Context: an optimization exercise on an open-source flow, tuned for a short achievable clock period and low power. The choices shown serve that exercise and are no tape-out recipe.
Where RTL was checked, it was by simulation tests only, not by an equivalence proof against the original.
No driver is modelled on the clock port, so clocking that relies on it looks cheaper here than on a real chip.
Power is estimated from default activity; no workload was simulated.

## macs_axi4s
module macs_axi4s #(
    parameter NUM_MACS = 8
) (
    input reset,
    input clk,
    input wire s_axis_tvalid,
    output reg s_axis_tready,
    input wire [127:0] s_axis_tdata,    
    output wire [127:0] m_axis_tdata,   
    output reg m_axis_tvalid,
    input wire m_axis_tready,
    input wire [15:0] s_axis_tkeep,
    output wire [15:0] m_axis_tkeep,
    input wire s_axis_tlast,
    output reg m_axis_tlast
);
Size in the first run: roughly 2800 cells after synthesis, about 0.025 sq mm of cells after synthesis.
==> flow/config.mk <==
export PLATFORM = sky130hd
export DESIGN_NAME = macs_axi4s
export DESIGN_NICKNAME = macs_axi4s
export VERILOG_FILES = /design/flow/design.v
export SDC_FILE = /design/flow/constraint.sdc
export NUM_CORES = 4
export LEC_CHECK = 0
export CAP_MARGIN = 0
export CORE_MARGIN = 2
export CORE_UTILIZATION = 40
export CTS_BUF_LIST = sky130_fd_sc_hd__clkbuf_4 sky130_fd_sc_hd__clkbuf_8
export GPL_ROUTABILITY_DRIVEN = 0
export GPL_TIMING_DRIVEN = 0
export SETUP_SLACK_MARGIN = 0.1
export SLEW_MARGIN = 0
export SYNTH_HIERARCHICAL = 1
==> flow/constraint.sdc <==
create_clock -name core_clock -period 5.0 [get_ports {clk}]
set_input_delay 1.0000 -clock core_clock [delete_from_list [all_inputs] [get_ports {clk}]]
set_output_delay 1.0000 -clock core_clock [all_outputs]
set_load 0.01 [all_outputs]
standard.sh (not shown) runs the stock make flow with config.mk's settings and CLKGATE_MAP_FILE= SYNTH_SCRIPT=/design/flow/synth_recipe.tcl, a recipe that flattens the netlist after the stock synthesis.
==> flow/flow/run.sh <==
#!/bin/bash
# Own layout flow: the standard flow, run in two parts.
#  1. the standard synthesis, unchanged;
#  2. the rest of the standard flow, with the clock tree built by flow/pre_cts.tcl
#     (sourced by ORFS before its CTS step, which it then leaves alone), plus any extra
#     ORFS make variables listed one per line in flow/extra_vars.txt.
# Each part's full output goes to its own log file in the work folder.
set -euo pipefail
bash standard.sh synth > flow_synth.log 2>&1
CTS="-sink_clustering_enable -repair_clock_nets -dont_use_dummy_load"
CTS="$CTS -buf_list {sky130_fd_sc_hd__clkbuf_4 sky130_fd_sc_hd__clkbuf_8}"
EXTRA=()
if [[ -f flow/extra_vars.txt ]]; then
  mapfile -t EXTRA < <(grep -v '^#' flow/extra_vars.txt | grep . || true)
fi
bash standard.sh "CTS_ARGS=$CTS" "PRE_CTS_TCL=$(pwd)/flow/pre_cts.tcl" "${EXTRA[@]}" finish > flow_layout.log 2>&1
Other scripts of this flow, unchanged in this note and not shown: flow/flow/extra_vars.txt, flow/flow/pre_cts.tcl
The starting point produced a clean layout.
Rerun with:
--- a/flow/design.v
+++ b/flow/design.v
@@ -16,23 +16,22 @@
 module mac_axi4s (
     input clk, input reset,
     input s_axis_tvalid, input m_axis_tready,
     input [7:0] data, input [7:0] weight,
     output [15:0] acc
 );
     wire en;
     wire [7:0] d, w;
     mac_en acc_en (.s_axis_tvalid(s_axis_tvalid), .m_axis_tready(m_axis_tready), .reset(reset), .en(en));
     mac_iso iso (.en(en), .a(data), .b(weight), .ya(d), .yb(w));
     reg [15:0] s;
-    reg [0:0] c;
     wire [7:0] pp0 = d & {8{w[0]}};
     wire [7:0] pp1 = d & {8{w[1]}};
     wire [7:0] pp2 = d & {8{w[2]}};
     wire [7:0] pp3 = d & {8{w[3]}};
     wire [7:0] pp4 = d & {8{w[4]}};
     wire [7:0] pp5 = d & {8{w[5]}};
     wire [7:0] pp6 = d & {8{w[6]}};
     wire [7:0] pp7 = d & {8{w[7]}};
     wire t1 = pp0[5] ^ pp1[4];
     wire u2 = pp0[5] & pp1[4];
     wire t3 = pp0[6] ^ pp1[5] ^ pp2[4];
@@ -41,24 +40,24 @@
     wire u6 = pp3[3] & pp4[2];
     wire t7 = pp0[7] ^ pp1[6] ^ pp2[5];
     wire u8 = (pp0[7] & pp1[6]) | (pp0[7] & pp2[5]) | (pp1[6] & pp2[5]);
     wire t9 = pp3[4] ^ pp4[3] ^ pp5[2];
     wire u10 = (pp3[4] & pp4[3]) | (pp3[4] & pp5[2]) | (pp4[3] & pp5[2]);
     wire t11 = pp6[1] ^ pp7[0];
     wire u12 = pp6[1] & pp7[0];
     wire t13 = pp1[7] ^ pp2[6] ^ pp3[5];
     wire u14 = (pp1[7] & pp2[6]) | (pp1[7] & pp3[5]) | (pp2[6] & pp3[5]);
     wire t15 = pp4[4] ^ pp5[3] ^ pp6[2];
     wire u16 = (pp4[4] & pp5[3]) | (pp4[4] & pp6[2]) | (pp5[3] & pp6[2]);
-    wire t17 = pp7[1] ^ s[8] ^ c[0];
-    wire u18 = (pp7[1] & s[8]) | (pp7[1] & c[0]) | (s[8] & c[0]);
+    wire t17 = pp7[1] ^ s[8];
+    wire u18 = pp7[1] & s[8];
     wire t19 = pp2[7] ^ pp3[6] ^ pp4[5];
     wire u20 = (pp2[7] & pp3[6]) | (pp2[7] & pp4[5]) | (pp3[6] & pp4[5]);
     wire t21 = pp5[4] ^ pp6[3] ^ pp7[2];
     wire u22 = (pp5[4] & pp6[3]) | (pp5[4] & pp7[2]) | (pp6[3] & pp7[2]);
     wire t23 = pp3[7] ^ pp4[6] ^ pp5[5];
     wire u24 = (pp3[7] & pp4[6]) | (pp3[7] & pp5[5]) | (pp4[6] & pp5[5]);
     wire t25 = pp0[3] ^ pp1[2];
     wire u26 = pp0[3] & pp1[2];
     wire t27 = pp0[4] ^ pp1[3] ^ pp2[2];
     wire u28 = (pp0[4] & pp1[3]) | (pp0[4] & pp2[2]) | (pp1[3] & pp2[2]);
     wire t29 = pp3[1] ^ pp4[0];
@@ -139,34 +138,32 @@
     wire u104 = (u76 & t77) | (u76 & t53) | (t77 & t53);
     wire t105 = u78 ^ t79 ^ t57;
     wire u106 = (u78 & t79) | (u78 & t57) | (t79 & t57);
     wire t107 = u80 ^ t81 ^ s[12];
     wire u108 = (u80 & t81) | (u80 & s[12]) | (t81 & s[12]);
     wire t109 = u82 ^ t83 ^ s[13];
     wire u110 = (u82 & t83) | (u82 & s[13]) | (t83 & s[13]);
     wire t111 = u84 ^ pp7[7] ^ s[14];
     wire u112 = (u84 & pp7[7]) | (u84 & s[14]) | (pp7[7] & s[14]);
     wire [15:0] x = {u112, u110, u108, u106, u104, u102, u100, u98, u96, u94, u92, u90, u88, u86, t85, pp0[0]};
     wire [15:0] y = {s[15], t111, t109, t107, t105, t103, t101, t99, t97, t95, t93, t91, t89, t87, s[1], s[0]};
-    wire [8:0] blk0 = {1'b0, x[7:0]} + {1'b0, y[7:0]};
-    wire [8:0] blk1 = {1'b0, x[15:8]} + {1'b0, y[15:8]};
-    wire [15:0] s_next = {blk1[7:0], blk0[7:0]};
-    wire [0:0] c_next = {blk0[8]};
-    assign acc = s + ({15'd0, c[0]} << 8);
+    wire [8:0] lo = {1'b0, x[7:0]} + {1'b0, y[7:0]};
+    wire [7:0] hi0 = x[15:8] + y[15:8];
+    wire [7:0] hi1 = x[15:8] + y[15:8] + 8'd1;
+    wire [15:0] s_next = {lo[8] ? hi1 : hi0, lo[7:0]};
+    assign acc = s;
     always @(posedge clk)
         if (en) begin
             s <= s_next;
-            c <= c_next;
         end else begin
             s <= s & {16{reset}};
-            c <= c & {1{reset}};
         end
 endmodule
 `timescale 1ns / 1ps
 module macs_axi4s #(
     parameter NUM_MACS = 8
 ) (
     input reset,
     input clk,
     input wire s_axis_tvalid,
     output reg s_axis_tready,
     input wire [127:0] s_axis_tdata,    
This time the run finished with setup timing left.
Power increases slightly.
Core utilization went up by 4.0 points.
Setup slack degrades by 0.65 ns.
Wire length rises by a few percent.
Sequential share of layout area drops by 1.3 points.
Design area is higher by a little under a tenth.
Via count grows by a few percent.
Area after synthesis decreases slightly.
Only the layout flow was run in the second run of this note; the RTL was not checked for function there.

[what the ideal ports hide]
The flow's constraints put no driver on any port. The routed layouts listed below were extracted and timed again, unchanged, in two steps.
Step 1, drivers: a clkbuf_16 drives clk and a buf_2 each remaining input, both assumed.
Step 2, shift: input delay + t, output delay - t, t = (earliest + latest rising clock arrival at the registers) / 2. This alone moves slack from input paths to output paths.
Slacks: ideal / step 1 / step 2; pairs: ideal / step 1.
run | t (ns) | setup WS [ns] | hold WS [ns]
the first run | 0.553 | 0.090 / 0.056 / -0.498 | 0.481 / 0.481 / 0.481
the second run | 0.512 | -0.564 / -0.574 / -1.086 | 0.484 / 0.484 / 0.484
Met with ideal ports but missed after step 2: setup timing in the first run. The setup slack of the first run, which loses most, moves by -0.034 ns with the drivers and by -0.588 ns with both steps.
